Background: an optimization exercise with open tools, aiming at small area, a short achievable clock period and few clock cycles per item. Do not read the settings as production practice.
At most, simulation tests tie the RTL to the original design; equivalence was not proved.
The RTL of runs 1 to 4 was laid out without a check of its function.
Power and IR drop assume default switching activity.

<file path="flow/flow/run.sh">
#!/bin/bash
# Standard layout, with plain buffers on the ports and repair_timing aiming
# below the clock period (setup margin).
set -euo pipefail
export BUFFER_PORTS_ARGS="-buffer_cell sky130_fd_sc_hd__buf_1"
export SETUP_SLACK_MARGIN=8.0
bash standard.sh > standard.log 2>&1
</file>
<file path="flow/standard.sh">
#!/bin/bash
# synth_recipe.tcl (not shown) runs the flow's synth.tcl, then flattens the netlist and writes it again
# the make line also repeats each setting of config.mk as NAME=value (left out here)
make -C /OpenROAD-flow-scripts/flow DESIGN_CONFIG=/design/flow/config.mk WORK_HOME=/design/flow/orfs CLKGATE_MAP_FILE= SYNTH_SCRIPT=/design/flow/synth_recipe.tcl "${@:-finish}"
</file>
<file path="flow/config.mk">
export PLATFORM = sky130hd
export DESIGN_NAME = huffmandecode
export DESIGN_NICKNAME = huffmandecode
export VERILOG_FILES = /design/flow/design.v
export SDC_FILE = /design/flow/constraint.sdc
export NUM_CORES = 8
export LEC_CHECK = 0
export CAP_MARGIN = 20
export CORE_MARGIN = 2
export CORE_UTILIZATION = 40
export SLEW_MARGIN = 20
export TNS_END_PERCENT = 20
</file>
<file path="flow/constraint.sdc">
create_clock -name core_clock -period 11.0 [get_ports {clk}]
set_input_delay 2.2000 -clock core_clock [delete_from_list [all_inputs] [get_ports {clk}]]
set_output_delay 2.2000 -clock core_clock [all_outputs]
set_load 0.01 [all_outputs]
</file>
<file path="flow/design.v">
`timescale 1ns / 1ps
module huffmandecode(
clk,
huffrst,
code,
hufftable,
symaddr,
symdata,
huffdata,
hufflength,
hufffinish
    );
input clk,huffrst;
input[15:0] code;
input[8*16-1:0] hufftable;
output reg[7:0] symaddr;    
input[7:0] symdata;         
output reg[7:0] huffdata;
output [7:0] hufflength;
output reg hufffinish;
reg [7:0] g;         
reg [7:0] sc;        
reg [7:0] ca;        
reg [1:0] w;         
reg [3:0] n;         
reg       h;         
reg       one;       
reg       short;     
reg       fix;       
reg [4:0] hl;        
assign hufflength = {3'b000, hl};
wire [7:0] c1   = hufftable[7:0];
wire [7:0] c2   = hufftable[15:8];
wire       b1   = code[15];
wire       b2   = code[14];
wire       hit1 = (c1[7:1] != 7'd0) | (c1[0] & ~b1);
wire       g1   = b1 & ~c1[0];                            
wire       hit2 = (c2[7:2] != 6'd0) | (c2[1:0] > {g1, b2});
wire       big  = (c1[7:1] != 7'd0) | (c2[7:2] != 6'd0);
wire [1:0] a2   = c1[0] ? {b2, ~b2} : {b1, b2};           
function [8:0] first_entry(input [5:0] x);
    reg [2:0] c, b, g, s, a;
    reg       h1, h2;
    begin
        c = {1'b0, x[4:3]};           
        b = x[2:0];                   
        h1 = x[5] & ~b[2];            
        g = {2'b00, b[2] & ~x[5]};    
        g = {g[1:0], b[1]};           
        h2 = c > g;
        g = g - c;                    
        s = {2'b00, x[5]} + c;        
        a = s + {g[1:0], b[0]};       
        if (h1)      first_entry = {3'd0, b[2], 5'd0};
        else if (h2) first_entry = {2'd0, x[5] ? {b[1], ~b[1]} : b[2:1], 5'd0};
        else         first_entry = {1'b0, a, g[1:0], s};
    end
endfunction
function [64*9-1:0] first_table(input dummy);
    integer i;
    begin
        for (i = 0; i < 64; i = i + 1) first_table[9*i +: 9] = first_entry(i[5:0]);
    end
endfunction
localparam [64*9-1:0] FIRST = first_table(1'b0);
wire [8:0] first = FIRST[9*{c1[0], c2[1:0], code[15:13]} +: 9];
wire [3:0] a0   = first[8:5];
wire [1:0] g2   = first[4:3];
wire [2:0] sc2  = first[2:0];
wire [9:0] gn   = {1'b0, g, w[1]} - {2'b00, ca};    
wire       hit  = gn[9];                            
wire       dead = ~gn[9] & gn[8];                   
wire       nf   = ~short & ~h & ~hit & (dead | n == 4'd13);   
wire [7:0] scn  = sc + ca;                          
wire [127:0] tbl3 = {24'd0, hufftable[127:24]};
wire [7:0] fetch_c = tbl3[8*n +: 8];                
wire [15:0] code4 = {code[11:0], 4'd0};
wire       fetch_b = code4[15 - n];                 
always @(posedge clk) begin
    one   <= hit1;
    short <= hit1 | hit2;
    fix   <= big;
    if (~huffrst) begin
        g  <= {6'd0, g2};
        sc <= {5'd0, sc2};
        symaddr <= {4'd0, a0};
        ca <= hufftable[23:16];
        w  <= code[13:12];
    end else begin
        g  <= gn[7:0];
        sc <= scn;
        symaddr <= fix & (n == 4'd0) ? {6'd0, one ? {1'b0, b1} : a2} : scn + {gn[6:0], w[0]};
        ca <= fetch_c;
        w  <= {w[0], fetch_b};
    end
    if (~hufffinish & (h | nf)) begin
        huffdata <= h ? symdata : 8'hff;
        hl <= ~h ? 5'd0 : one ? 5'd1 : short ? 5'd2 : {1'b0, n} + 5'd2;
    end
end
always @(posedge clk or negedge huffrst) begin
    if (~huffrst) begin
        hufffinish <= 1'b0;
        h <= 1'b0;
        n <= 4'd0;
    end else begin
        if (h | nf)
            hufffinish <= 1'b1;
        h <= short ? ~fix | (n == 4'd1) : hit;
        n <= n + 4'd1;
    end
end
endmodule
</file>
==> results of run 1 <==
flip-flops by register name, summed over array words and instances (netlist names):
| signal | cells |
|---|---|
| fix | 1 |
| hufffinish | 1 |
| one | 1 |
| sc | 8 |
| n | 4 |
| hl | 5 |
| huffdata | 8 |
| ca | 8 |
| symaddr | 8 |
| h | 1 |
| w | 2 |
| g | 8 |
| short | 1 |
worst reg2reg max path, stage by stage, from the launching register on:
cell and delay, ns:
dfxtp_1 0.34, ha_1 0.20, fa_1 0.41, a21o_1 0.19, a21oi_1 0.21, o21ai_0 0.12
a21oi_1 0.18, xnor2_1 0.16, ha_1 0.31, o21a_1 0.13, o31ai_1 0.12, nor3b_1 0.10
o32ai_1 0.30, nand2_1 0.07
Yosys cell counts (all sizes together) (10+ instances only):
master and count:
a21oi 32, buf 10, clkbuf 13, dfxtp 37, edfxtp 13, ha 31
inv 29, mux2i 10, mux4 27, nand2 16, nand2b 10, nand3 11
nor2 40, o21ai 21, xnor2 11
kinds of logic after synthesis:
family / after synthesis
buffers and inverters: 53
other: 1
and+or+nand+nor: 112
DFF: 56
AOI/OAI and AO/OA: 112
adders and majority gates: 34
xor gates and xnor gates: 19
muxes: 38
per-layer routing:
metal / track usage, % / wire [um] / vias up
met1: 26.5 / 4920 / 1869
li1: - / - / 1928
met3: 3.37 / 688 / 13
met4: 4.98 / 229 / 0
met5: 0 / 0 / -
met2: 37.0 / 6010 / 137
stage by stage:
stage	area, um2	instances	total power [mW]	setup slack [ns]	hold WS [ns]
3_5_place_dp	4990	716	0.672	6.93	0.508
2_1_floorplan	4280	427	0.577	7.64	0.435
3_3_place_gp	4990	716	0.665	6.96	0.510
6_report	5300	732	0.805	7.83	0.520
4_1_cts	5230	729	0.800	7.82	0.513
5_1_grt	5300	732	0.870	7.78	0.560
layout make-up:
cell class | count | share of cell area, %
multi-input combinational | 318 | 53.1
sequential | 56 | 24.2
timing repair buffer | 184 | 15.0
tap | 136 | 3.21
inverter | 30 | 2.72
clock buffer | 5 | 1.30
clock inverter | 3 | 0.425
timing repair:
action	4_1_cts	5_1_grt
setup buffers	5	3
pin swaps	7	2
endpoints found under the setup margin	57	53
resized for setup	33	10
power by group:
part           leakage [nW]  total [mW]  switching, mW  internal (mW)
clock network        0.0447       0.120         0.0738         0.0457
registers             0.498       0.248         0.0119          0.236
logic                  1.48       0.438          0.236          0.201
total                  2.02       0.805          0.322          0.483
how the worst max path moves through the flow:
stage | to | depth (start not counted) | from | slack, ns
floorplan | short | 4 | hufftable[3] | 7.64
global placement | symaddr[7] | 6 | huffrst | 6.96
detailed placement | symaddr[7] | 6 | huffrst | 6.93
CTS | short | 5 | hufftable[3] | 7.82
global route | short | 5 | hufftable[3] | 7.78
finish | ca[0] | 6 | hufftable[56] | 7.83
==> flow_summary.toml, run 1 <==
[clocking]
insertion_delay_ns = 0.32
cts-root-buf = "clkbuf_8"
cts_max_level = 2
cts_hold_buf = 0
cts.reportedPaths.clkPinSlew_ns = 0.12
clk_path_buf_depth = 2
cts_tree = "yes"
clock-sinks = 56
cts_buffers = 5

[finish]
seqCellArea_mm2 = 0.00128
final_layout_size_suffix_gt1_share_pct = 14.3
finalNetCount = 783
n_antenna_cell = 0
layout_common_cells = "buf_1 (167), nor2_1 (38), dfxtp_1 (36)"
n_fill_cell = 989
mostFrequentLayoutCell = "buf_1"
multi_input_area_mm2 = 0.00281
postLayoutCoreUtil_pct = 51.8
area_delta_synth_final_pct = 27.1

[detailed_routing]
dr.pass1.iters = 4
via_per_inst = 5.39
drt_wl_total_um = 11900
drc = 0
postRouteAntennaNets = 0
vias = 3947
post_drt_wl_per_cell_um = 16.2
dr.first_iter.drc_count = 107

[critical_path]
r2r_setup_slack_ns = 8.06
startpoint_type = "input pin"
path_cells = "buf_6 -> mux4_2 -> mux2i_1 -> nor2_1 -> a221oi_2 -> a21oi_1"
worstReg2RegStart = "ca[0]"
cpLargestDelayFamily = "multiplexers"
crit_buf_inv = 1
slowest_delay_ns = 0.48
cpMaxStageDelayCell = "mux4_2"
cp.required_ns = 11.21
worstSetupPathType = "in2reg"
crit_arrival_ns = 3.38
end_kind = "flip-flop"
r2r-end = "symaddr[7]"
crit_fanout = 1
r2r_cells = 13

[floorplanning]
fp.coreArea_mm2 = 0.0102
ios = 179
die_h_um = 106
die_x_um = 106
std_cell_rows = 37
initial_utilization_pct = 40.8
die-area_mm2 = 0.0113

[job]
max_cap_violations = 0

[timing]
slew_viol_final = 0
slew_headroom_pct = 26.5
fin_crit_sh_pct = 28.8
rsz0062_at_grt = "true"
setup_viol = 0
worst_pin_slew_ns = 1.09
clock.fmax_ghz = 0.316
hold_viol = 0
fin_crit_ns = 3.17
fin_setup_tns_ns = 0
final.setup_skew_ns = 0.0178

[logic_synthesis]
synthAdderAreaFrac_pct = 10.7
seq_area_frac_synth_pct = 30.7
async_flop_share_pct = 10.7
yosys-mux-area-fraction_pct = 17.3
syn_inst = 425
synth_flop_cell = "dfxtp_1"
yosysTopAreaCell = "dfxtp_1"
synth_compound_area_share_pct = 18.8
synth_edf_count = 13
ys_seq_elements = 56
synth_top_family_by_area = "compound AO/OA/AOI/OAI gates"
synthXorXnorAreaFrac_pct = 4.17
synth_area_per_cell_um2 = 9.81
synth.distinct_cells = 59
synth_warnings = 1
synth.top_cell.area_share_pct = 17.8
ys_top_cells_by_area = "dfxtp_1 (18%), mux4_2 (15%), edfxtp_1 (9.4%)"
yosys.area_share.simple_pct = 13.1
syn_area_mm2 = 0.00417

[min_path]
min_path_type = "reg2reg"
hp-start = "w[0]"
holdPathEnd = "w[1]"
min_path_cells = 2

[place]
dpl.hpwl_um = 9570
io_buffers = 175
gp_congestion = 0.837

[global_routing]
antenna_found_initial = 0
grt_pass1_wl_um = 18900
grt_pass1_vias = 3917
track_usage_pct = 20.9
grt_max_degree = 43
grt_overflow = 0

[pwr]
power_density_mw_per_mm2 = 152
peakVddDrop_mv = 0.0751
p_leak_nw = 2.02

[run_status]
outcome = "no timing/DRC/antenna violations"
==> run 2, diff against run 1 <==
--- a/flow/config.mk
+++ b/flow/config.mk
@@ -11,2 +11,2 @@
 export SLEW_MARGIN = 20
-export TNS_END_PERCENT = 20
+export TNS_END_PERCENT = 5
==> flow_summary.toml, run 2 <==
[run_status]
outcome = "no timing/DRC/antenna violations"

[logic_synthesis]
seq_area_frac_synth_pct = 30.7
synth_flop_cell = "dfxtp_1"
synth_warnings = 1
syn_inst = 425
yosysTopAreaCell = "dfxtp_1"
synth_area_per_cell_um2 = 9.81
syn_area_mm2 = 0.00417
synth_edf_count = 13
yosysMostFrequentCell = "nor2_1"
ys_seq_elements = 56
ys_top_cells_by_count = "nor2_1 (40), dfxtp_1 (37), a21oi_1 (32), ha_1 (31), inv_1 (29)"
async_flop_share_pct = 10.7
synth.distinct_cells = 59
ys_top_cells_by_area = "dfxtp_1 (18%), mux4_2 (15%), edfxtp_1 (9.4%)"
synth.top_cell.area_share_pct = 17.8

[global_routing]
antenna_found_initial = 0
grt_pass1_vias = 3991
grt_pass1_wl_um = 18900
track_usage_pct = 20.9
grt_max_degree = 43
grt_overflow = 0

[clocking]
cts_max_level = 2
clk_path_buf_depth = 2
clock-sinks = 56
cts_buffers = 5
insertion_delay_ns = 0.32
cts_tree = "yes"
cts.reportedPaths.clkPinSlew_ns = 0.10
cts-root-buf = "clkbuf_8"

[pwr]
intPower_mw = 0.506
p_leak_nw = 2.00
power_density_mw_per_mm2 = 157
clock_power_share_pct = 17.7
power_mw = 0.824
switchingPower_mw = 0.318
swShare_pct = 38.6
power.share.combinational_pct = 52.2
peakVddDrop_mv = 0.0912
seqPwrFrac_pct = 30.1

[floorplanning]
die-area_mm2 = 0.0113
fp.coreArea_mm2 = 0.0102
die_x_um = 106
ios = 179
std_cell_rows = 37
initial_utilization_pct = 40.8
die_h_um = 106

[min_path]
min_path_type = "reg2reg"
min_path_cells = 2

[finish]
multi_input_area_mm2 = 0.00277
final_layout_size_suffix_gt1_share_pct = 12.9
postLayoutCoreUtil_pct = 51.2
finalNetCount = 782
seqCellArea_mm2 = 0.00128
layout_common_cells = "buf_1 (169), nor2_1 (38), dfxtp_1 (36)"
n_antenna_cell = 0
mostFrequentLayoutCell = "buf_1"
n_fill_cell = 994
final_area_mm2 = 0.00524
area_delta_synth_final_pct = 25.6

[critical_path]
r2r_cells = 13
cp.required_ns = 11.21
crit_arrival_ns = 3.43
path_cells = "buf_1 -> or4_4 -> nor4_4 -> nand3_2 -> a211o_1"
cpMaxStageDelayCell = "or4_4"
crit_fanout = 2
startpoint_type = "input pin"
slowest_delay_ns = 0.54
end_kind = "flip-flop"
worstSetupPathType = "in2reg"

[place]
placed_area_mm2 = 0.00495
pre_cts_ws_ns = 7.10
dpl.hpwl_um = 9510
io_buffers = 175
gp_congestion = 0.803

[timing]
hold_viol = 0
clock.fmax_ghz = 0.311
worst_pin_slew_ns = 0.977
setup_ws_ns = 7.78
slew_headroom_pct = 34.4
setup_viol = 0
final.setup_skew_ns = 0.0109
fin_crit_sh_pct = 29.2
slew_viol_final = 0
fin_setup_tns_ns = 0
rsz0062_at_grt = "true"
fin_crit_ns = 3.22

[detailed_routing]
postRouteAntennaNets = 0
vias = 3922
drc = 0
post_drt_wl_per_cell_um = 16.2
dr.first_iter.drc_count = 109
drt_wl_total_um = 11900
via_per_inst = 5.37
dr.pass1.iters = 4

[job]
max_cap_violations = 0
==> run 2: cell count changes in the layout (fill, tap and decap cells not counted), sizes merged <==
cell	delta
buf	-1
bufinv	+1
clkinv	-1
clkinvlp	-1
inv	+1
==> run 2: repair_timing <==
| action | in CTS | in global routing |
|---|---|---|
| gates resized for setup | 30 | 12 |
| pin swaps | 6 | 4 |
| endpoints found under the setup margin | 49 | 56 |
| hold buffers | 0 | 0 |
| setup buffers | 5 | 1 |
==> run 2: path summary, 6_finish.rpt <==
| kind | endpoint | startpoint | slack [ns] |
|---|---|---|---|
| setup / recovery | short | hufftable[3] | 7.78 |
| hold / removal | w[1] | w[0] | 0.53 |
| setup reg to reg | symaddr[7] | ca[0] | 7.96 |
| hold reg to reg | w[1] | w[0] | 0.53 |
| max in group asynchronous | n[0] | huffrst | 8.89 |
| min in group asynchronous | n[2] | huffrst | 1.86 |
==> run 2: cells by family after synthesis <==
kind of cell / after synthesis / share of synthesized area (%)
AND/OR/NAND/NOR: 112 / 13.1
multiplexers: 38 / 17.3
adder cells (fa/ha/maj): 34 / 10.7
XOR/XNOR: 19 / 4.17
buffers and inverters: 53 / 5.16
AO/OA/AOI/OAI: 112 / 18.8
other: 1 / 0.0899
flip-flops: 56 / 30.7
==> run 2: cell type report <==
type | instances | share of cell area [%]
clock buffers | 5 | 1.31
multi-input cells | 318 | 52.9
inverters | 30 | 2.56
well taps | 136 | 3.25
clock inverters | 3 | 0.956
flip-flops and latches | 56 | 24.5
repair buffers | 183 | 14.5
==> run 2: power groups by stage <==
stage / logic (mW) / clock network, mW / registers, mW
6_report: 0.430 / 0.146 / 0.248
5_1_grt: 0.480 / 0.156 / 0.251
2_1_floorplan: 0.326 / 0 / 0.250
3_5_place_dp: 0.417 / 0 / 0.253
4_1_cts: 0.426 / 0.150 / 0.248
3_3_place_gp: 0.409 / 0 / 0.252
==> run 2: routing by layer <==
metal  vias up  track usage, %  part of all wire (%)
met5         -               0                     0
met3         8            3.25                   5.2
met4         0            4.04                  0.86
met2       119            38.6                    53
met1      1875            25.7                    41
li1       1920               -                     -
==> run 2: worst max-delay path, delay by kind of cell <==
family / cells / cell delay, ns
AND/OR/NAND/NOR: 3 / 0.93
buffers and inverters: 1 / 0.07
AO/OA/AOI/OAI: 1 / 0.23
==> run 2: per-stage QoR <==
stage / cells / hold WS (ns)
2_1_floorplan: 427 / 0.435
3_3_place_gp: 717 / 0.506
3_5_place_dp: 717 / 0.512
4_1_cts: 730 / 0.526
5_1_grt: 731 / 0.573
6_report: 731 / 0.529
==> run 3, diff against run 2 <==
--- a/flow/design.v
+++ b/flow/design.v
@@ -28,3 +28,2 @@
 reg       short;     
-reg       fix;       
 reg [4:0] hl;        
@@ -38,5 +37,3 @@
 wire       hit2 = (c2[7:2] != 6'd0) | (c2[1:0] > {g1, b2});
-wire       big  = (c1[7:1] != 7'd0) | (c2[7:2] != 6'd0);
-wire [1:0] a2   = c1[0] ? {b2, ~b2} : {b1, b2};           
-function [8:0] first_entry(input [5:0] x);
+function [8:0] first_entry(input [7:0] x);
     reg [2:0] c, b, g, s, a;
@@ -46,6 +43,6 @@
         b = x[2:0];                   
-        h1 = x[5] & ~b[2];            
+        h1 = x[7] | (x[5] & ~b[2]);   
         g = {2'b00, b[2] & ~x[5]};    
         g = {g[1:0], b[1]};           
-        h2 = c > g;
+        h2 = x[6] | (c > g);
         g = g - c;                    
@@ -58,10 +55,10 @@
 endfunction
-function [64*9-1:0] first_table(input dummy);
+function [256*9-1:0] first_table(input dummy);
     integer i;
     begin
-        for (i = 0; i < 64; i = i + 1) first_table[9*i +: 9] = first_entry(i[5:0]);
+        for (i = 0; i < 256; i = i + 1) first_table[9*i +: 9] = first_entry(i[7:0]);
     end
 endfunction
-localparam [64*9-1:0] FIRST = first_table(1'b0);
-wire [8:0] first = FIRST[9*{c1[0], c2[1:0], code[15:13]} +: 9];
+localparam [256*9-1:0] FIRST = first_table(1'b0);
+wire [8:0] first = FIRST[9*{c1[7:1] != 7'd0, c2[7:2] != 6'd0, c1[0], c2[1:0], code[15:13]} +: 9];
 wire [3:0] a0   = first[8:5];
@@ -81,3 +78,2 @@
     short <= hit1 | hit2;
-    fix   <= big;
     if (~huffrst) begin
@@ -91,3 +87,3 @@
         sc <= scn;
-        symaddr <= fix & (n == 4'd0) ? {6'd0, one ? {1'b0, b1} : a2} : scn + {gn[6:0], w[0]};
+        symaddr <= scn + {gn[6:0], w[0]};
         ca <= fetch_c;
@@ -108,3 +104,3 @@
             hufffinish <= 1'b1;
-        h <= short ? ~fix | (n == 4'd1) : hit;
+        h <= short | hit;
         n <= n + 4'd1;
--- a/flow/flow/run.sh
+++ b/flow/flow/run.sh
@@ -5,3 +5,3 @@
 export BUFFER_PORTS_ARGS="-buffer_cell sky130_fd_sc_hd__buf_1"
-export SETUP_SLACK_MARGIN=8.0
+export SETUP_SLACK_MARGIN=7.8
 bash standard.sh > standard.log 2>&1
==> flow_summary.toml, run 3 <==
[finish]
mostFrequentLayoutCell = "buf_1"
final_layout_size_suffix_gt1_share_pct = 12.0
n_antenna_cell = 0
layout_common_cells = "buf_1 (169), nor2_1 (41), dfxtp_1 (36)"
finalNetCount = 769
postLayoutCoreUtil_pct = 51.9
area_delta_synth_final_pct = 25.1

[clocking]
cts_buffers = 5
cts-root-buf = "clkbuf_8"
cts.reportedPaths.clkPinSlew_ns = 0.10
clock-sinks = 55
insertion_delay_ns = 0.32
cts_hold_buf = 0
clk_path_buf_depth = 2
cts_tree = "yes"
cts_max_level = 2

[global_routing]
grt_pass1_vias = 3690
track_usage_pct = 19.8
grt_pass1_wl_um = 17800
grt_overflow = 0
grt_max_degree = 43
antenna_found_initial = 0

[detailed_routing]
drt_wl_total_um = 11000
dr.pass1.iters = 5
drc = 0
dr_wl_met2_um = 5410
wl_met1_um = 4730
via_per_inst = 5.25
post_drt_wl_per_cell_um = 15.4
postRouteAntennaNets = 0
wl_met3_um = 647
dr.first_iter.drc_count = 168
top_layer = "met4"
vias = 3755

[place]
gp_congestion = 0.910
io_buffers = 175
dpl.hpwl_um = 8810

[floorplanning]
fp.coreArea_mm2 = 0.00982
die_x_um = 105
die_h_um = 105
initial_utilization_pct = 41.5
die-area_mm2 = 0.0110
std_cell_rows = 36
ios = 179

[critical_path]
crit_arrival_ns = 3.60
crit_fanout = 5
worstSetupPathType = "in2reg"
end_kind = "flip-flop"
cp.required_ns = 11.20
startpoint_type = "input pin"

[timing]
clock.fmax_ghz = 0.293
slew_headroom_pct = 36.6
fin_setup_tns_ns = 0
fin_crit_sh_pct = 31.0
hold_viol = 0
setup_viol = 0
fin_crit_ns = 3.41
slew_viol_final = 0
rsz0062_at_grt = "true"
final.setup_skew_ns = 0.0117
worst_pin_slew_ns = 0.951

[logic_synthesis]
synth_flop_cell = "dfxtp_1"
yosysMostFrequentCell = "nor2_1"
ys_top_cells_by_area = "dfxtp_1 (18%), mux4_2 (15%), edfxtp_1 (9.6%)"
seq_area_frac_synth_pct = 30.9
ys_top_cells_by_count = "nor2_1 (42), dfxtp_1 (36), ha_1 (31), inv_1 (30), mux4_2 (28)"
async_flop_share_pct = 10.9
synth_warnings = 1
synth_edf_count = 13
syn_area_mm2 = 0.00408
synth.distinct_cells = 59
yosysTopAreaCell = "dfxtp_1"
ys_seq_elements = 55
synth_area_per_cell_um2 = 9.92
synth.top_cell.area_share_pct = 17.7
syn_inst = 411

[job]
max_cap_violations = 0

[min_path]
min_path_type = "reg2reg"

[pwr]
power_density_mw_per_mm2 = 151
p_leak_nw = 1.92
peakVddDrop_mv = 0.0760

[run_status]
outcome = "no timing/DRC/antenna violations"
-- run 3: cell count changes after synthesis, moves of 3 or more --
cell	delta
nand3_1	-9
o2111a_1	-4
a31oi_1	+4
or3_1	+3
a21oi_1	-5
o21ai_1	+8
o21a_1	+3
nor3_1	+4
o21ai_0	-14
-- run 3: area by class of cell --
cell class	instances	area [um2]
Inverter	30	131
Tap cell	133	166
Timing Repair Buffer	185	785
Sequential cell	55	1260
Clock inverter	3	26.3
Clock buffer	5	68.8
Fill cell	991	4720
Multi-Input combinational cell	304	2660
-- run 3: what timing repair did --
action,in CTS,in global routing
pin swaps,4,6
setup endpoints to repair,7,12
cloned,0,0
buffers inserted,8,0
resized for setup,23,3
-- run 3: worst paths after layout --
path / startpoint / slack (ns) / end / depth (start not counted)
setup / recovery: code[13] / 7.59 / symaddr[1] / 8
hold / removal: w[0] / 0.52 / w[1] / 2
setup reg to reg: ca[0] / 7.85 / symaddr[7] / 13
hold reg to reg: w[0] / 0.52 / w[1] / 2
max in group asynchronous: huffrst / 8.75 / n[1] / 2
min in group asynchronous: huffrst / 1.89 / hufffinish / 2
-- run 3: critical path, stage by stage --
cell and delay [ns]:
buf_12 0.10, inv_8 0.04, ha_4 0.25, a21oi_2 0.04, mux4_2 0.45, mux2_4 0.28, a22oi_2 0.15, o31ai_1 0.09
-- run 3: per-stage QoR --
step           power [mW]  hold WS (ns)  std cells  area, um2  worst slack (ns)
3_5_place_dp        0.649         0.508        699       4850              6.65
5_1_grt             0.838         0.557        715       5100              7.55
2_1_floorplan       0.563         0.435        413       4140              7.29
6_report            0.772         0.524        715       5100              7.59
4_1_cts             0.777         0.528        715       5080              7.60
3_3_place_gp        0.642         0.499        699       4850              6.67
-- run 3: power breakdown --
part	switching, mW	internal (mW)
Combinational	0.215	0.186
Sequential	0.0116	0.241
Clock	0.0721	0.0470
-- run 3: cells by family after synthesis --
kind of cell,after synthesis,synth area share (%)
AND/OR/NAND/NOR,112,13.8
AO/OA/AOI/OAI,96,15.9
flip-flops,55,30.9
buffers and inverters,54,5.56
multiplexers,40,18.4
adder cells (fa/ha/maj),34,11.0
XOR/XNOR,19,4.27
other,1,0.0920
-- run 3: metal layers --
metal | GRT usage, % | vias up
li1 | - | 1869
met2 | 32.6 | 109
met5 | 0 | -
met3 | 4.80 | 24
met1 | 25.6 | 1753
met4 | 6.48 | 0
==> run 4, diff against run 3 <==
--- a/flow/flow/run.sh
+++ b/flow/flow/run.sh
@@ -5,3 +5,3 @@
 export BUFFER_PORTS_ARGS="-buffer_cell sky130_fd_sc_hd__buf_1"
-export SETUP_SLACK_MARGIN=7.8
+export SETUP_SLACK_MARGIN=8.0
 bash standard.sh > standard.log 2>&1
==> flow_summary.toml, run 4 <==
[run_status]
outcome = "no timing/DRC/antenna violations"

[critical_path]
crit_fanout = 4
r2r-end = "symaddr[7]"
r2r_cells = 13
startpoint_type = "input pin"
end_kind = "flip-flop"
cp.required_ns = 11.20
crit_arrival_ns = 3.60
worstReg2RegStart = "ca[0]"
worstSetupPathType = "in2reg"
r2r_setup_slack_ns = 7.85

[timing]
timing.hold.ws_ns = 0.525
clock.fmax_ghz = 0.294
fin_crit_sh_pct = 31.0
hold_viol = 0
final.setup_skew_ns = 0.0117
fin_crit_ns = 3.41
slew_viol_final = 0
setup_viol = 0
worst_pin_slew_ns = 0.951
fin_setup_tns_ns = 0
rsz0062_at_grt = "true"
setup_ws_ns = 7.59
slew_headroom_pct = 36.6

[pwr]
intPower_mw = 0.474
p_leak_nw = 1.93
peakVddDrop_mv = 0.0760
power_density_mw_per_mm2 = 151
clock_power_share_pct = 15.4
power.share.combinational_pct = 51.9
swShare_pct = 38.6
seqPwrFrac_pct = 32.7
switchingPower_mw = 0.298

[logic_synthesis]
synth_top_family_by_area = "multiplexers"
ys_top_cells_by_count = "nor2_1 (42), dfxtp_1 (36), ha_1 (31), inv_1 (30), mux4_2 (28)"
synth_warnings = 1
synth.top_cell.area_share_pct = 17.7
yosysMostFrequentCell = "nor2_1"
synth_flop_cell = "dfxtp_1"
synth_compound_area_share_pct = 15.9
ys_top_cells_by_area = "dfxtp_1 (18%), mux4_2 (15%), edfxtp_1 (9.6%)"
synth_area_per_cell_um2 = 9.92
seq_area_frac_synth_pct = 30.9
async_flop_share_pct = 10.9
syn_inst = 411
synthAdderAreaFrac_pct = 11.0
yosys-mux-area-fraction_pct = 18.4
yosysTopAreaCell = "dfxtp_1"
yosys.area_share.simple_pct = 13.8
synth.distinct_cells = 59
ys_seq_elements = 55
syn_area_mm2 = 0.00408
synthXorXnorAreaFrac_pct = 4.27
synth_edf_count = 13

[global_routing]
antenna_found_initial = 0
grt_overflow = 0
grt_pass1_vias = 3690
grt_max_degree = 43
track_usage_pct = 19.8
grt_pass1_wl_um = 17800

[detailed_routing]
dr.pass1.iters = 4
drt_wl_total_um = 11000
vias = 3750
post_drt_wl_per_cell_um = 15.4
dr.first_iter.drc_count = 169
via_per_inst = 5.23
drc = 0
postRouteAntennaNets = 0

[clocking]
clk_path_buf_depth = 2
cts_buffers = 5
cts_hold_buf = 0
clock-sinks = 55
insertion_delay_ns = 0.32
cts_tree = "yes"
cts-root-buf = "clkbuf_8"
cts_max_level = 2
cts.reportedPaths.clkPinSlew_ns = 0.10

[min_path]
hp-start = "w[0]"
holdPathEnd = "w[1]"
min_path_cells = 2
min_path_type = "reg2reg"

[floorplanning]
die_x_um = 105
ios = 179
fp.coreArea_mm2 = 0.00982
die_h_um = 105
std_cell_rows = 36
die-area_mm2 = 0.0110
initial_utilization_pct = 41.5

[finish]
final_area_mm2 = 0.00512
final_layout_size_suffix_gt1_share_pct = 12.5
finalNetCount = 771
mostFrequentLayoutCell = "buf_1"
multi_input_area_mm2 = 0.00266
area_delta_synth_final_pct = 25.5
seqCellArea_mm2 = 0.00126
n_antenna_cell = 0
n_fill_cell = 986
layout_common_cells = "buf_1 (169), nor2_1 (41), dfxtp_1 (36)"

[place]
pre_cts_ws_ns = 6.65
placed_area_mm2 = 0.00485
gp_congestion = 0.910
io_buffers = 175
dpl.hpwl_um = 8810

[job]
max_cap_violations = 0
==> run 4: cell counts after synthesis <==
Identical to the previous run, type by type.
==> run 4: power groups by stage <==
| stage | clock network (mW) | logic, mW | registers (mW) |
|---|---|---|---|
| final | 0.119 | 0.401 | 0.253 |
| after floorplan | 0 | 0.302 | 0.261 |
| after global routing | 0.129 | 0.454 | 0.256 |
| after global placement | 0 | 0.385 | 0.258 |
| after CTS | 0.123 | 0.401 | 0.253 |
| after detailed placement | 0 | 0.391 | 0.258 |
==> run 4: what timing repair did <==
item	in CTS	in global routing
setup endpoints to repair	37	48
resized for setup	23	4
pin swaps	4	8
setup buffers	8	2
==> run 4: critical path, stage by stage <==
cell and delay, ns:
buf_12 0.10, inv_8 0.03, ha_4 0.26, a21oi_2 0.04, mux4_2 0.45, mux2_4 0.28, a22oi_2 0.15, o31ai_1 0.09
==> run 4: stage by stage <==
step                      power [mW]  std cells  utilization, %
after global placement         0.642        699            49.4
after detailed placement       0.649        699            49.4
after global routing           0.838        717            52.1
after floorplan                0.563        413               -
after CTS                      0.777        715            51.8
final                          0.773        717            52.1
==> run 4: kinds of logic (layout without fill, tap and decap cells) <==
kind of cell	Yosys count	count (layout)
flip-flops	55	55
multiplexers	40	40
XOR/XNOR	19	19
other	1	3
buffers and inverters	54	225
AND/OR/NAND/NOR	112	112
AO/OA/AOI/OAI	96	96
adder cells (fa/ha/maj)	34	34
==> run 4: worst max path at each step <==
stage             start         end  slack (ns)
6_report       code[14]  symaddr[1]        7.59
3_3_place_gp   code[14]  symaddr[0]        6.67
5_1_grt        code[13]  symaddr[1]        7.55
3_5_place_dp   code[14]  symaddr[0]        6.65
2_1_floorplan  code[14]  symaddr[1]        7.29
4_1_cts        code[14]  symaddr[1]        7.60
==> run 4: per-layer routing <==
layer	routed length (um)	global-route usage [%]
met1	4700	25.6
met2	5410	32.6
met3	663	4.80
met4	258	6.48
met5	0	0
==> run 4: area by class of cell <==
cell class,instances,share of cell area (%)
Clock buffer,5,1.34
Clock inverter,3,0.513
Inverter,30,2.57
Multi-Input combinational cell,304,52.0
Sequential cell,55,24.7
Tap cell,133,3.25
Timing Repair Buffer,187,15.6
==> run 5, diff against run 4 <==
--- a/flow/design.v
+++ b/flow/design.v
@@ -21,3 +21,2 @@
 reg [7:0] g;         
-reg [7:0] sc;        
 reg [7:0] ca;        
@@ -28,2 +27,3 @@
 reg       short;     
+reg       fix;       
 reg [4:0] hl;        
@@ -37,3 +37,5 @@
 wire       hit2 = (c2[7:2] != 6'd0) | (c2[1:0] > {g1, b2});
-function [8:0] first_entry(input [7:0] x);
+wire       big  = (c1[7:1] != 7'd0) | (c2[7:2] != 6'd0);
+wire [1:0] a2   = c1[0] ? {b2, ~b2} : {b1, b2};           
+function [5:0] first_entry(input [5:0] x);
     reg [2:0] c, b, g, s, a;
@@ -43,6 +45,6 @@
         b = x[2:0];                   
-        h1 = x[7] | (x[5] & ~b[2]);   
+        h1 = x[5] & ~b[2];            
         g = {2'b00, b[2] & ~x[5]};    
         g = {g[1:0], b[1]};           
-        h2 = x[6] | (c > g);
+        h2 = c > g;
         g = g - c;                    
@@ -50,18 +52,17 @@
         a = s + {g[1:0], b[0]};       
-        if (h1)      first_entry = {3'd0, b[2], 5'd0};
-        else if (h2) first_entry = {2'd0, x[5] ? {b[1], ~b[1]} : b[2:1], 5'd0};
-        else         first_entry = {1'b0, a, g[1:0], s};
+        if (h1)      first_entry = {3'd0, b[2], 2'd0};
+        else if (h2) first_entry = {2'd0, x[5] ? {b[1], ~b[1]} : b[2:1], 2'd0};
+        else         first_entry = {1'b0, a, g[1:0]};
     end
 endfunction
-function [256*9-1:0] first_table(input dummy);
+function [64*6-1:0] first_table(input dummy);
     integer i;
     begin
-        for (i = 0; i < 256; i = i + 1) first_table[9*i +: 9] = first_entry(i[7:0]);
+        for (i = 0; i < 64; i = i + 1) first_table[6*i +: 6] = first_entry(i[5:0]);
     end
 endfunction
-localparam [256*9-1:0] FIRST = first_table(1'b0);
-wire [8:0] first = FIRST[9*{c1[7:1] != 7'd0, c2[7:2] != 6'd0, c1[0], c2[1:0], code[15:13]} +: 9];
-wire [3:0] a0   = first[8:5];
-wire [1:0] g2   = first[4:3];
-wire [2:0] sc2  = first[2:0];
+localparam [64*6-1:0] FIRST = first_table(1'b0);
+wire [5:0] first = FIRST[6*{c1[0], c2[1:0], code[15:13]} +: 6];
+wire [3:0] a0   = first[5:2];
+wire [1:0] g2   = first[1:0];
 wire [9:0] gn   = {1'b0, g, w[1]} - {2'b00, ca};    
@@ -70,3 +71,2 @@
 wire       nf   = ~short & ~h & ~hit & (dead | n == 4'd13);   
-wire [7:0] scn  = sc + ca;                          
 wire [127:0] tbl3 = {24'd0, hufftable[127:24]};
@@ -78,5 +78,5 @@
     short <= hit1 | hit2;
+    fix   <= big;
     if (~huffrst) begin
         g  <= {6'd0, g2};
-        sc <= {5'd0, sc2};
         symaddr <= {4'd0, a0};
@@ -86,4 +86,3 @@
         g  <= gn[7:0];
-        sc <= scn;
-        symaddr <= scn + {gn[6:0], w[0]};
+        symaddr <= fix & (n == 4'd0) ? {6'd0, one ? {1'b0, b1} : a2} : symaddr + gn[7:0] + {7'd0, w[0]};
         ca <= fetch_c;
@@ -104,3 +103,3 @@
             hufffinish <= 1'b1;
-        h <= short | hit;
+        h <= short ? ~fix | (n == 4'd1) : hit;
         n <= n + 4'd1;
--- a/flow/flow/run.sh
+++ b/flow/flow/run.sh
@@ -5,3 +5,3 @@
 export BUFFER_PORTS_ARGS="-buffer_cell sky130_fd_sc_hd__buf_1"
-export SETUP_SLACK_MARGIN=8.0
+export SETUP_SLACK_MARGIN=7.6
 bash standard.sh > standard.log 2>&1
==> flow_summary.toml, run 5 <==
[logic_synthesis]
synth.top_cell.area_share_pct = 16.2
synth_flop_cell = "dfxtp_1"
ys_seq_elements = 48
synth_area_per_cell_um2 = 10.2
yosysTopAreaCell = "dfxtp_1"
synth_edf_count = 13
ys_top_cells_by_area = "dfxtp_1 (16%), mux4_2 (16%), edfxtp_1 (11%)"
seq_area_frac_synth_pct = 31.3
async_flop_share_pct = 12.5
synth_warnings = 1
synth.distinct_cells = 58
syn_inst = 353
ys_top_cells_by_count = "a21oi_1 (32), nor2_1 (31), dfxtp_1 (29), mux4_2 (25), ha_1 (23)"
syn_area_mm2 = 0.00359
yosysMostFrequentCell = "a21oi_1"

[timing]
setup_viol = 0
final.setup_skew_ns = 0.00555
setup_ws_ns = 7.67
slew_headroom_pct = 37.0
fin_setup_tns_ns = 0
fin_crit_ns = 3.33
slew_viol_final = 0
fin_crit_sh_pct = 30.3
hold_viol = 0
clock.fmax_ghz = 0.300
worst_pin_slew_ns = 0.945
rsz0062_at_grt = "true"

[critical_path]
cp.required_ns = 11.20
slowest_delay_ns = 0.30
path_cells = "buf_1 -> inv_2 -> ha_1 -> nor2_1 -> a32o_1 -> a21oi_1 -> o22ai_1 -> mux2_2"
crit_arrival_ns = 3.52
crit_fanout = 4
crit_buf_inv = 2
r2r_setup_slack_ns = 7.86
cpLargestDelayFamily = "compound AO/OA/AOI/OAI gates"
startpoint_type = "input pin"
cpMaxStageDelayCell = "ha_1"
end_kind = "flip-flop"
worstSetupPathType = "in2reg"

[clocking]
cts_hold_buf = 0
clock-sinks = 48
cts.reportedPaths.clkPinSlew_ns = 0.09
insertion_delay_ns = 0.30
cts-root-buf = "clkbuf_8"
cts_buffers = 5
clk_path_buf_depth = 2
cts_tree = "yes"
cts_max_level = 2

[run_status]
outcome = "no timing/DRC/antenna violations"

[min_path]
min_path_type = "reg2reg"

[detailed_routing]
drc = 0
postRouteAntennaNets = 0
dr.pass1.iters = 4
via_per_inst = 5.29
post_drt_wl_per_cell_um = 16.2
vias = 3325
dr.first_iter.drc_count = 120
drt_wl_total_um = 10200

[floorplanning]
initial_utilization_pct = 41.1
die-area_mm2 = 0.00974
std_cell_rows = 34
ios = 179
die_h_um = 98.7
die_x_um = 98.7
fp.coreArea_mm2 = 0.00872

[finish]
finalNetCount = 699
mostFrequentLayoutCell = "buf_1"
finalNonFillerCells = 628
area_delta_synth_final_pct = 23.3
layout_common_cells = "buf_1 (173), a21oi_1 (32), nor2_1 (31)"
final_layout_size_suffix_gt1_share_pct = 9.62
n_antenna_cell = 0
n_fill_cell = 824

[global_routing]
track_usage_pct = 20.5
grt_max_degree = 42
grt_pass1_vias = 3266
grt_overflow = 0
antenna_found_initial = 1
grt_pass1_wl_um = 16000

[place]
dp.cells = 619
io_buffers = 175
pre_cts_ws_ns = 7.09
gp_congestion = 0.887
dpl.hpwl_um = 8400

[pwr]
power_density_mw_per_mm2 = 119
p_leak_nw = 1.73
power_mw = 0.528
peakVddDrop_mv = 0.0577

[job]
max_cap_violations = 0
-- run 5: cell count changes after synthesis, sizes merged, moves of 6 or more --
cell / change
nor3: -6
nor2: -11
xnor2: -6
ha: -8
dfxtp: -7
-- run 5: cell type report --
cell class / instances / area [um2] / share of cell area [%]
flip-flops and latches: 48 / 1120 / 25.4
clock buffers: 5 / 68.8 / 1.56
repair buffers: 178 / 684 / 15.5
inverters: 25 / 93.8 / 2.12
clock inverters: 3 / 47.5 / 1.07
well taps: 108 / 135 / 3.05
multi-input cells: 261 / 2270 / 51.4
-- run 5: layer usage --
metal  GRT usage (%)  vias up  wire length [um]
li1                -     1646                 -
met1            25.8     1540              4130
met2            35.5      127              5130
met3            5.67       12               734
met4            4.11        0               170
met5               0        -                 0
-- run 5: power breakdown --
| part | leakage (nW) | internal, mW | switching, mW |
|---|---|---|---|
| Combinational | 1.23 | 0.0968 | 0.0989 |
| Sequential | 0.436 | 0.195 | 0.00636 |
| Clock | 0.0583 | 0.0685 | 0.0625 |
-- run 5: repair_timing --
action	4_1_cts	5_1_grt
setup endpoints to repair	1	3
pin swaps	0	1
gates resized for setup	1	3
gates cloned	0	0
hold endpoints to repair	0	0
buffers inserted	0	1
-- run 5: per-stage QoR --
step	utilization (%)	hold slack, ns	area (um2)
6_report	50.7	0.472	4420
2_1_floorplan	-	0.416	3600
5_1_grt	50.7	0.516	4420
3_3_place_gp	49.3	0.466	4300
4_1_cts	50.6	0.467	4410
3_5_place_dp	49.3	0.454	4300
-- run 5: worst paths after layout --
path	from	end	cells after the start
max in group asynchronous	huffrst	n[0]	2
worst max register to register	ca[0]	symaddr[7]	12
worst min-delay path	fix	h	1
min in group asynchronous	huffrst	n[3]	2
worst max-delay path	code[13]	symaddr[1]	8
worst min register to register	fix	h	1
-- run 5: cell families after synthesis --
group,share of synthesized area (%)
simple gates,13.9
compound gates,15.3
flops,31.3
buf+inv,5.82
mux,21.2
fa+ha+maj,9.98
xor+xnor,2.44
other cells,0.105
Testbench counts of run 5, summed over its fixed seeds: cycles 9,412, items 2,048.
==> run 6, diff against run 5 <==
--- a/flow/flow/run.sh
+++ b/flow/flow/run.sh
@@ -5,3 +5,3 @@
 export BUFFER_PORTS_ARGS="-buffer_cell sky130_fd_sc_hd__buf_1"
-export SETUP_SLACK_MARGIN=7.6
+export SETUP_SLACK_MARGIN=8.0
 bash standard.sh > standard.log 2>&1
==> flow_summary.toml, run 6 <==
[detailed_routing]
drt_wl_total_um = 10500
via_per_inst = 5.34
dr.first_iter.drc_count = 116
drc = 0
dr.pass1.iters = 4
vias = 3372
postRouteAntennaNets = 0
post_drt_wl_per_cell_um = 16.5

[finish]
layout_common_cells = "buf_1 (169), nor2_1 (31), a21oi_1 (31)"
area_delta_synth_final_pct = 26.3
mostFrequentLayoutCell = "buf_1"
n_antenna_cell = 0
finalNetCount = 703
final_layout_size_suffix_gt1_share_pct = 12.8
n_fill_cell = 841

[floorplanning]
fp.coreArea_mm2 = 0.00872
std_cell_rows = 34
die_h_um = 98.7
die-area_mm2 = 0.00974
die_x_um = 98.7
ios = 179
initial_utilization_pct = 41.1

[logic_synthesis]
yosys-mux-area-fraction_pct = 21.2
synth_warnings = 1
syn_area_mm2 = 0.00359
synth_flop_cell = "dfxtp_1"
synthXorXnorAreaFrac_pct = 2.44
ys_top_cells_by_area = "dfxtp_1 (16%), mux4_2 (16%), edfxtp_1 (11%)"
synth.top_cell.area_share_pct = 16.2
synth_compound_area_share_pct = 15.3
ys_top_cells_by_count = "a21oi_1 (32), nor2_1 (31), dfxtp_1 (29), mux4_2 (25), ha_1 (23)"
async_flop_share_pct = 12.5
yosys.area_share.simple_pct = 13.9
synth.distinct_cells = 58
ys_seq_elements = 48
yosysMostFrequentCell = "a21oi_1"
synthAdderAreaFrac_pct = 9.98
yosysTopAreaCell = "dfxtp_1"
synth_area_per_cell_um2 = 10.2
synth_top_family_by_area = "multiplexers"
syn_inst = 353
synth_edf_count = 13
seq_area_frac_synth_pct = 31.3

[global_routing]
grt_pass1_wl_um = 16300
track_usage_pct = 21.1
grt_overflow = 0
antenna_found_initial = 0
grt_max_degree = 42
grt_pass1_vias = 3346

[timing]
setup_viol = 0
fin_crit_sh_pct = 29.2
setup_ws_ns = 7.79
worst_pin_slew_ns = 0.950
final.setup_skew_ns = 0.00513
hold_viol = 0
fin_crit_ns = 3.21
rsz0062_at_grt = "true"
slew_viol_final = 0
fin_setup_tns_ns = 0
clock.fmax_ghz = 0.312
slew_headroom_pct = 36.7

[critical_path]
r2r_setup_slack_ns = 7.93
r2r-end = "symaddr[7]"
slowest_delay_ns = 0.46
crit_start = "hufftable[53]"
cpLargestDelayFamily = "multiplexers"
path_cells = "buf_1 -> mux4_2 -> mux2i_1 -> nor2_1 -> a221oi_1 -> a21oi_1"
r2r_cells = 13
crit_cells = 6
worstReg2RegStart = "w[1]"
worstSetupPathType = "in2reg"
cp.required_ns = 11.17
cpMaxStageDelayCell = "mux4_2"
end_kind = "flip-flop"
crit_fanout = 1
startpoint_type = "input pin"
crit_buf_inv = 1
crit_arrival_ns = 3.38

[place]
io_buffers = 175
pre_cts_ws_ns = 7.08
dpl.hpwl_um = 8480
gp_congestion = 0.851

[clocking]
cts-root-buf = "clkbuf_8"
insertion_delay_ns = 0.31
clk_path_buf_depth = 2
clock-sinks = 48
cts_hold_buf = 0
cts_max_level = 2
cts.reportedPaths.clkPinSlew_ns = 0.09
cts_buffers = 5
cts_tree = "yes"

[pwr]
swShare_pct = 32.4
peakVddDrop_mv = 0.0582
clock_power_share_pct = 24.3
switchingPower_mw = 0.178
power.share.combinational_pct = 39.1
p_leak_nw = 1.78
seqPwrFrac_pct = 36.6
power_density_mw_per_mm2 = 121
intPower_mw = 0.370

[job]
max_cap_violations = 0

[min_path]
hp-start = "w[0]"
min_path_cells = 2
holdPathEnd = "w[1]"
min_path_type = "reg2reg"

[run_status]
outcome = "no timing/DRC/antenna violations"
run 6: cell counts after synthesis:
Identical to the previous run, type by type.
run 6: logic make-up (layout without fill, tap and decap cells):
kind of cell / count (synthesis) / after routing
and+or+nand+nor: 97 / 97
AOI/OAI and AO/OA: 83 / 83
DFF: 48 / 48
buffers and inverters: 46 / 215
muxes: 41 / 41
adders and majority gates: 27 / 27
xor gates and xnor gates: 10 / 10
other: 1 / 3
run 6: area by class of cell:
cell class,instances,area (um2),share of cell area [%]
clock buffer,5,68.8,1.52
clock inverter,3,47.5,1.05
inverter,25,93.8,2.07
multi-input combinational,261,2340,51.6
sequential,48,1120,24.8
tap,108,135,2.98
timing repair buffer,182,723,16.0
run 6: worst min-delay path, cell delays in order, from the launching register on:
cell and delay (ns):
dfxtp_1 0.32, nand2_1 0.06, o21ai_1 0.06
run 6: power groups by stage:
stage,Sequential [mW],Combinational (mW),Clock [mW]
6_report,0.201,0.214,0.133
5_1_grt,0.202,0.242,0.144
4_1_cts,0.201,0.200,0.136
3_5_place_dp,0.205,0.197,0
3_3_place_gp,0.205,0.193,0
2_1_floorplan,0.203,0.147,0
run 6: per-stage QoR:
stage                     area (um2)  hold slack (ns)  total power [mW]  utilization [%]  cells
final                           4530            0.485             0.548             51.9    632
after global placement          4300            0.475             0.398             49.3    619
after detailed placement        4300            0.482             0.402             49.3    619
after floorplan                 3600            0.416             0.351                -    355
after CTS                       4460            0.496             0.537             51.2    630
after global routing            4530            0.487             0.589             51.9    632
run 6: per-layer routing:
metal | GRT usage (%) | part of all wire [%] | wire, um | up-vias
met5 | 0 | 0 | 0 | -
met4 | 6.74 | 2.4 | 256 | 0
met3 | 4.54 | 6.2 | 650 | 16
met2 | 36.8 | 50 | 5260 | 125
met1 | 26.2 | 41 | 4280 | 1582
li1 | - | - | - | 1649
run 6: timing repair:
action | 4_1_cts | 5_1_grt
endpoints found under the setup margin | 38 | 42
setup buffers | 3 | 2
resized for setup | 10 | 10
pin swaps | 4 | 6
run 6: how the worst max path moves through the flow:
stage                  to  slack (ns)
6_report            ca[5]        7.79
5_1_grt        symaddr[7]        7.73
4_1_cts             short        7.74
3_5_place_dp   symaddr[1]        7.08
3_3_place_gp   symaddr[1]        7.12
2_1_floorplan       short        7.62
==> run 7, diff against run 6 <==
--- a/flow/flow/run.sh
+++ b/flow/flow/run.sh
@@ -5,3 +5,3 @@
 export BUFFER_PORTS_ARGS="-buffer_cell sky130_fd_sc_hd__buf_1"
-export SETUP_SLACK_MARGIN=8.0
+export SETUP_SLACK_MARGIN=8.2
 bash standard.sh > standard.log 2>&1
==> flow_summary.toml, run 7 <==
[timing]
hold_viol = 0
final.setup_skew_ns = 0.00513
worst_pin_slew_ns = 0.950
clock.fmax_ghz = 0.312
fin_setup_tns_ns = 0
rsz0062_at_grt = "true"
fin_crit_ns = 3.21
slew_headroom_pct = 36.7
timing.hold.ws_ns = 0.485
slew_viol_final = 0
fin_crit_sh_pct = 29.2
setup_viol = 0

[finish]
n_antenna_cell = 0
final_layout_size_suffix_gt1_share_pct = 12.8
layout_common_cells = "buf_1 (169), nor2_1 (31), a21oi_1 (31)"
mostFrequentLayoutCell = "buf_1"
area_delta_synth_final_pct = 26.3
finalNetCount = 703

[detailed_routing]
vias = 3372
postRouteAntennaNets = 0
post_drt_wl_per_cell_um = 16.5
drc = 0
dr.pass1.iters = 4
via_per_inst = 5.34
dr.first_iter.drc_count = 116
drt_wl_total_um = 10500

[clocking]
insertion_delay_ns = 0.31
cts_tree = "yes"
cts_buffers = 5
cts_hold_buf = 0
clk_path_buf_depth = 2
cts_max_level = 2
clock-sinks = 48
cts.reportedPaths.clkPinSlew_ns = 0.09
cts-root-buf = "clkbuf_8"

[pwr]
power_density_mw_per_mm2 = 121
peakVddDrop_mv = 0.0582
p_leak_nw = 1.78

[logic_synthesis]
synth_warnings = 1
seq_area_frac_synth_pct = 31.3
ys_top_cells_by_count = "a21oi_1 (32), nor2_1 (31), dfxtp_1 (29), mux4_2 (25), ha_1 (23)"
yosysTopAreaCell = "dfxtp_1"
ys_seq_elements = 48
syn_area_mm2 = 0.00359
syn_inst = 353
synth_area_per_cell_um2 = 10.2
ys_top_cells_by_area = "dfxtp_1 (16%), mux4_2 (16%), edfxtp_1 (11%)"
yosysMostFrequentCell = "a21oi_1"
synth.top_cell.area_share_pct = 16.2
async_flop_share_pct = 12.5
synth.distinct_cells = 58
synth_flop_cell = "dfxtp_1"
synth_edf_count = 13

[critical_path]
end_kind = "flip-flop"
startpoint_type = "input pin"
worstSetupPathType = "in2reg"
crit_arrival_ns = 3.38
cpMaxStageDelayCell = "mux4_2"
slowest_delay_ns = 0.46
path_cells = "buf_1 -> mux4_2 -> mux2i_1 -> nor2_1 -> a221oi_1 -> a21oi_1"
cp.required_ns = 11.17
crit_fanout = 1

[run_status]
outcome = "no timing/DRC/antenna violations"

[floorplanning]
ios = 179
die-area_mm2 = 0.00974
initial_utilization_pct = 41.1
die_h_um = 98.7
fp.coreArea_mm2 = 0.00872
std_cell_rows = 34
die_x_um = 98.7

[global_routing]
grt_pass1_vias = 3346
grt_overflow = 0
antenna_found_initial = 0
track_usage_pct = 21.1
grt_max_degree = 42
grt_pass1_wl_um = 16300

[place]
dpl.hpwl_um = 8480
gp_congestion = 0.851
io_buffers = 175

[min_path]
min_path_type = "reg2reg"

[job]
max_cap_violations = 0
==> run 7: timing repair <==
item,in CTS,in global routing
buffers inserted,3,2
pin swaps,4,6
endpoints found under the hold margin,0,0
endpoints found under the setup margin,44,58
resized for setup,10,10
==> run 7: final cells by class <==
class / count / area, um2
repair buffers: 182 / 723
well taps: 108 / 135
inverters: 25 / 93.8
clock buffers: 5 / 68.8
multi-input cells: 261 / 2340
fillers: 841 / 4190
flip-flops and latches: 48 / 1120
clock inverters: 3 / 47.5
==> run 7: path summary, 6_finish.rpt <==
path | depth (start not counted) | slack (ns) | end | start
min reg2reg | 2 | 0.48 | w[1] | w[0]
max in group asynchronous | 2 | 8.76 | n[0] | huffrst
max | 6 | 7.79 | ca[5] | hufftable[53]
max reg2reg | 13 | 7.93 | symaddr[7] | w[1]
min in group asynchronous | 2 | 1.91 | n[2] | huffrst
min | 2 | 0.48 | w[1] | w[0]
==> run 7: power breakdown <==
part	switching, mW	total (mW)	internal (mW)
registers	0.00604	0.201	0.195
clock network	0.0645	0.133	0.0685
logic	0.107	0.214	0.107
==> run 7: critical path, delay by kind of cell <==
kind            cells  cell delay (ns)
mux                 2             0.63
compound gates      2             0.41
buf+inv             1             0.07
simple gates        1             0.07
==> run 7: metal layers <==
metal / wire [um] / GRT usage, %
met1: 4280 / 26.2
met2: 5260 / 36.8
met3: 650 / 4.54
met4: 256 / 6.74
met5: 0 / 0
==> run 7: logic make-up after synthesis <==
kind of cell    after synthesis  share of synthesized area, %
fa+ha+maj                    27                          9.98
buf+inv                      46                          5.82
mux                          41                          21.2
xor+xnor                     10                          2.44
simple gates                 97                          13.9
other cells                   1                         0.105
compound gates               83                          15.3
flops                        48                          31.3
==> run 7: per-stage QoR <==
step / cells / power (mW) / utilization [%] / setup slack [ns] / instance area (um2)
2_1_floorplan: 355 / 0.351 / - / 7.62 / 3600
3_3_place_gp: 619 / 0.398 / 49.3 / 7.12 / 4300
3_5_place_dp: 619 / 0.402 / 49.3 / 7.08 / 4300
4_1_cts: 630 / 0.537 / 51.2 / 7.74 / 4460
5_1_grt: 632 / 0.589 / 51.9 / 7.73 / 4530
6_report: 632 / 0.548 / 51.9 / 7.79 / 4530
==> run 8, diff against run 7 <==
--- a/flow/flow/run.sh
+++ b/flow/flow/run.sh
@@ -5,3 +5,3 @@
 export BUFFER_PORTS_ARGS="-buffer_cell sky130_fd_sc_hd__buf_1"
-export SETUP_SLACK_MARGIN=8.2
+export SETUP_SLACK_MARGIN=7.8
 bash standard.sh > standard.log 2>&1
--- a/flow/config.mk
+++ b/flow/config.mk
@@ -9,3 +9,3 @@
 export CORE_MARGIN = 2
-export CORE_UTILIZATION = 40
+export CORE_UTILIZATION = 60
 export SLEW_MARGIN = 20
==> flow_summary.toml, run 8 <==
[logic_synthesis]
synthAdderAreaFrac_pct = 9.98
yosys.area_share.simple_pct = 13.9
synth_area_per_cell_um2 = 10.2
synth_warnings = 1
synth_edf_count = 13
syn_inst = 353
synth_compound_area_share_pct = 15.3
yosys-mux-area-fraction_pct = 21.2
synth.distinct_cells = 58
seq_area_frac_synth_pct = 31.3
synth.top_cell.area_share_pct = 16.2
syn_area_mm2 = 0.00359
ys_top_cells_by_count = "a21oi_1 (32), nor2_1 (31), dfxtp_1 (29), mux4_2 (25), ha_1 (23)"
ys_seq_elements = 48
yosysTopAreaCell = "dfxtp_1"
synth_flop_cell = "dfxtp_1"
synthXorXnorAreaFrac_pct = 2.44
synth_top_family_by_area = "multiplexers"
yosysMostFrequentCell = "a21oi_1"
async_flop_share_pct = 12.5
ys_top_cells_by_area = "dfxtp_1 (16%), mux4_2 (16%), edfxtp_1 (11%)"

[critical_path]
worstSetupPathType = "in2reg"
cp.required_ns = 11.18
end_kind = "flip-flop"
startpoint_type = "input pin"
worstReg2RegStart = "w[1]"
crit_arrival_ns = 3.44
crit_fanout = 1
crit_start = "hufftable[52]"

[floorplanning]
die_x_um = 81.3
initial_utilization_pct = 61.3
ios = 179
die-area_mm2 = 0.00661
fp.coreArea_mm2 = 0.00585
std_cell_rows = 28
die_h_um = 81.3

[place]
pre_cts_ws_ns = 7.13
gp_congestion = 0.885
dpl.hpwl_um = 8470
io_buffers = 175

[detailed_routing]
vias = 3496
drt_wl_total_um = 10500
dr.pass1.iters = 5
drc = 0
dr.first_iter.drc_count = 273
postRouteAntennaNets = 0
post_drt_wl_per_cell_um = 17.7
via_per_inst = 5.86

[global_routing]
track_usage_pct = 30.9
grt_pass1_wl_um = 15200
grt_pass1_vias = 3170
grt_overflow = 0
antenna_found_initial = 0
grt_max_degree = 42

[clocking]
cts-root-buf = "clkbuf_8"
clock-sinks = 48
clk_path_buf_depth = 2
cts.reportedPaths.clkPinSlew_ns = 0.09
cts_buffers = 5
cts_max_level = 2
insertion_delay_ns = 0.30
cts_hold_buf = 0
cts_tree = "yes"

[finish]
n_antenna_cell = 0
area_delta_synth_final_pct = 23.7
finalNetCount = 701
final_layout_size_suffix_gt1_share_pct = 11.3
layout_common_cells = "buf_1 (170), nor2_1 (31), a21oi_1 (31)"
mostFrequentLayoutCell = "buf_1"

[timing]
slew_viol_final = 0
final.setup_skew_ns = 0.00910
setup_ws_ns = 7.74
slew_headroom_pct = 37.8
hold_viol = 0
clock.fmax_ghz = 0.307
fin_setup_tns_ns = 0
setup_viol = 0
rsz0062_at_grt = "true"
fin_crit_sh_pct = 29.6
fin_crit_ns = 3.26
worst_pin_slew_ns = 0.932

[run_status]
outcome = "no timing/DRC/antenna violations"

[job]
max_cap_violations = 0

[pwr]
p_leak_nw = 1.76
peakVddDrop_mv = 0.132
power_density_mw_per_mm2 = 120

[min_path]
hp-start = "w[0]"
min_path_type = "reg2reg"
==> run 8: cell counts after synthesis <==
No cell type changed its count.
==> run 8: logic make-up after synthesis <==
group,count (synthesis)
flip-flops,48
adder cells (fa/ha/maj),27
buffers and inverters,46
XOR/XNOR,10
AO/OA/AOI/OAI,83
other,1
multiplexers,41
AND/OR/NAND/NOR,97
==> run 8: path summary, 6_finish.rpt <==
kind | to | slack (ns) | cells after the start
worst max-delay path | ca[4] | 7.74 | 6
worst min-delay path | w[1] | 0.50 | 2
worst max register to register | symaddr[7] | 7.90 | 13
worst min register to register | w[1] | 0.50 | 2
max in group asynchronous | n[0] | 8.77 | 2
min in group asynchronous | hufffinish | 1.90 | 2
==> run 8: layer usage <==
metal | vias to the layer above | global-route usage [%] | share of wire, %
met5 | - | 0 | 0
met3 | 8 | 7.78 | 9.4
li1 | 1650 | - | -
met4 | 0 | 8.31 | 1.2
met1 | 1665 | 40.2 | 38
met2 | 173 | 51.5 | 51
==> run 8: area by class of cell <==
type                    count  area, um2
flip-flops and latches     48       1120
clock buffers               6       73.8
inverters                  25       93.8
well taps                  75       93.8
multi-input cells         261       2310
clock inverters             2       35.0
fillers                   430       1410
repair buffers            180        707
==> run 8: timing repair <==
action	4_1_cts	5_1_grt
pin swaps	4	1
endpoints found under the setup margin	8	10
gates resized for setup	10	4
setup buffers	3	0
==> run 8: power by group <==
part	leakage, nW	switching, mW	internal [mW]
clock network	0.0581	0.0584	0.0684
registers	0.436	0.00601	0.195
logic	1.26	0.106	0.0992
total	1.76	0.171	0.362
==> run 8: stage by stage <==
| step | util, % | std cells | hold WS (ns) | area, um2 | power, mW |
|---|---|---|---|---|---|
| CTS | 75.5 | 597 | 0.495 | 4420 | 0.529 |
| global placement | 72.7 | 586 | 0.474 | 4250 | 0.395 |
| finish | 75.9 | 597 | 0.495 | 4440 | 0.533 |
| detailed placement | 72.7 | 586 | 0.489 | 4250 | 0.401 |
| global route | 75.9 | 597 | 0.527 | 4440 | 0.565 |
| floorplan | - | 355 | 0.416 | 3600 | 0.351 |
==> run 8: critical path, cell delays in order <==
cell and delay [ns]:
buf_1 0.08, mux4_2 0.47, mux2i_1 0.15, nor2_1 0.05
a221oi_1 0.37, a21oi_1 0.12
==> run 9, diff against run 8 <==
--- a/flow/config.mk
+++ b/flow/config.mk
@@ -9,3 +9,4 @@
 export CORE_MARGIN = 2
-export CORE_UTILIZATION = 60
+export CORE_UTILIZATION = 40
+export PLACE_DENSITY = 0.8
 export SLEW_MARGIN = 20
==> flow_summary.toml, run 9 <==
[timing]
setup_viol = 0
fin_crit_ns = 3.23
fin_crit_sh_pct = 29.4
slew_viol_final = 0
hold_viol = 0
slew_headroom_pct = 36.9
worst_pin_slew_ns = 0.946
clock.fmax_ghz = 0.309
rsz0062_at_grt = "true"
fin_setup_tns_ns = 0
final.setup_skew_ns = 0.00626
timing.hold.ws_ns = 0.491

[pwr]
power.share.combinational_pct = 40.4
intPower_mw = 0.345
clock_power_share_pct = 21.1
swShare_pct = 34.0
p_leak_nw = 1.74
power_density_mw_per_mm2 = 117
seqPwrFrac_pct = 38.5
switchingPower_mw = 0.178
power_mw = 0.522
peakVddDrop_mv = 0.0586

[detailed_routing]
dr.pass1.iters = 4
post_drt_wl_per_cell_um = 15.5
dr.first_iter.drc_count = 229
via_per_inst = 5.44
drt_wl_total_um = 9780
vias = 3430
postRouteAntennaNets = 0
drc = 0

[global_routing]
grt_max_degree = 42
track_usage_pct = 18.9
grt_pass1_wl_um = 15100
grt_pass1_vias = 3295
antenna_found_initial = 0
grt_overflow = 0

[critical_path]
r2r_cells = 13
r2r_setup_slack_ns = 7.92
r2r-end = "symaddr[7]"
crit_arrival_ns = 3.44
end_kind = "flip-flop"
startpoint_type = "input pin"
crit_fanout = 2
worstSetupPathType = "in2reg"
cp.required_ns = 11.21
worstReg2RegStart = "w[1]"

[finish]
finalNonFillerCells = 630
finalNetCount = 701
final_layout_size_suffix_gt1_share_pct = 10.9
postLayoutCoreUtil_pct = 51.1
mostFrequentLayoutCell = "buf_1"
n_antenna_cell = 0
n_fill_cell = 780
area_delta_synth_final_pct = 24.2
layout_common_cells = "buf_1 (171), nor2_1 (31), a21oi_1 (31)"
seqCellArea_mm2 = 0.00112
multi_input_area_mm2 = 0.00231

[job]
max_cap_violations = 0

[clocking]
cts_max_level = 2
insertion_delay_ns = 0.31
cts-root-buf = "clkbuf_8"
cts_buffers = 5
cts.reportedPaths.clkPinSlew_ns = 0.10
cts_tree = "yes"
clock-sinks = 48
clk_path_buf_depth = 2

[place]
gp_congestion = 0.840
dp.cells = 619
dpl.hpwl_um = 7780
io_buffers = 175

[logic_synthesis]
syn_area_mm2 = 0.00359
yosysTopAreaCell = "dfxtp_1"
seq_area_frac_synth_pct = 31.3
ys_seq_elements = 48
async_flop_share_pct = 12.5
yosysMostFrequentCell = "a21oi_1"
ys_top_cells_by_count = "a21oi_1 (32), nor2_1 (31), dfxtp_1 (29), mux4_2 (25), ha_1 (23)"
synth_warnings = 1
synth.top_cell.area_share_pct = 16.2
syn_inst = 353
synth_area_per_cell_um2 = 10.2
synth_flop_cell = "dfxtp_1"
synth_edf_count = 13
synth.distinct_cells = 58
ys_top_cells_by_area = "dfxtp_1 (16%), mux4_2 (16%), edfxtp_1 (11%)"

[min_path]
min_path_type = "reg2reg"
holdPathEnd = "w[1]"
min_path_cells = 2
hp-start = "w[0]"

[floorplanning]
die_h_um = 98.7
fp.coreArea_mm2 = 0.00872
die-area_mm2 = 0.00974
initial_utilization_pct = 41.1
ios = 179
die_x_um = 98.7
std_cell_rows = 34

[run_status]
outcome = "no timing/DRC/antenna violations"
[run 9: cell counts after synthesis]
No cell type changed its count.
[run 9: how the worst max path moves through the flow]
stage,from,end,slack (ns),cells after the start
global route,code[14],symaddr[1],7.70,8
global placement,code[14],symaddr[1],7.16,8
finish,hufftable[3],short,7.77,5
CTS,hufftable[3],short,7.75,5
floorplan,hufftable[3],short,7.62,4
detailed placement,code[14],symaddr[1],7.09,8
[run 9: metal layers]
layer  track usage (%)  share of wire [%]  vias to the layer above
li1                  -                  -                     1650
met1              25.5                 42                     1611
met2              32.0                 51                      159
met3              2.98                6.5                       10
met4              4.85                1.0                        0
met5                 0                  0                        -
[run 9: repair_timing]
| action | 4_1_cts | 5_1_grt |
|---|---|---|
| resized for setup | 6 | 5 |
| endpoints found under the setup margin | 5 | 11 |
| hold buffers | 0 | 0 |
| buffers inserted | 1 | 2 |
| pin swaps | 2 | 2 |
[run 9: cells by family after synthesis]
| group | synth area share [%] |
|---|---|
| xor+xnor | 2.44 |
| fa+ha+maj | 9.98 |
| flops | 31.3 |
| simple gates | 13.9 |
| compound gates | 15.3 |
| buf+inv | 5.82 |
| mux | 21.2 |
| other cells | 0.105 |
[run 9: worst max-delay path, cell delays in order]
cell	delay (ns)
buf_1	0.07
or4_1	0.53
nor4_2	0.21
nand3_1	0.15
a211o_1	0.28
[run 9: layout make-up]
type | count | share of cell area, %
Sequential cell | 48 | 25.2
Inverter | 25 | 2.11
Timing Repair Buffer | 180 | 15.8
Clock inverter | 3 | 0.506
Tap cell | 108 | 3.03
Clock buffer | 5 | 1.54
Multi-Input combinational cell | 261 | 51.8
[run 9: power by group through the flow]
stage / registers (mW) / logic [mW] / clock network [mW]
2_1_floorplan: 0.203 / 0.147 / 0
3_3_place_gp: 0.205 / 0.189 / 0
3_5_place_dp: 0.205 / 0.196 / 0
4_1_cts: 0.201 / 0.199 / 0.113
5_1_grt: 0.202 / 0.235 / 0.119
6_report: 0.201 / 0.211 / 0.110
[run 9: through the flow]
stage | cell area, um2 | setup WS, ns
finish | 4450 | 7.77
global route | 4450 | 7.70
CTS | 4420 | 7.75
detailed placement | 4300 | 7.09
floorplan | 3600 | 7.62
global placement | 4300 | 7.16

## afterwards: timing with drivers on the ports
The flow's constraints put no driver on any port. The routed layouts listed below were extracted and timed again, unchanged, in two steps.
Step 1: set_driving_cell puts a clkbuf_16 on clk and a buf_2 on each other input, an assumption about the parent block.
Step 2 also shifts input and output timing later by t, the mid clock arrival at the registers, as if the neighbouring blocks saw the same clock.
a / b / c = no drivers / after step 1 / after step 2; a / b = the first two.
run | t (ns) | setup slack, ns | worst setup path after step 2 | worst data-port slew with drivers (ns) | cell pins on the clock port's net
run 1 | 0.343 | 7.832 / 7.819 / 7.476 | input to register | 0.07 | 1
run 2 | 0.345 | 7.783 / 7.793 / 7.449 | input to register | 0.07 | 1
run 3 | 0.343 | 7.592 / 7.556 / 7.213 | input to register | 0.07 | 1
run 4 | 0.343 | 7.593 / 7.556 / 7.213 | input to register | 0.07 | 1
run 5 | 0.328 | 7.672 / 7.677 / 7.349 | input to register | 0.07 | 1
run 6 | 0.336 | 7.793 / 7.798 / 7.462 | input to register | 0.07 | 1
run 7 | 0.336 | 7.793 / 7.798 / 7.462 | input to register | 0.07 | 1
run 8 | 0.330 | 7.743 / 7.752 / 7.422 | input to register | 0.07 | 1
run 9 | 0.333 | 7.767 / 7.764 / 7.431 | input to register | 0.06 | 1
After both steps every run listed still meets setup and hold. For run 4, which loses most, drivers alone change the setup slack by -0.037 ns; drivers and shift together by -0.380 ns.
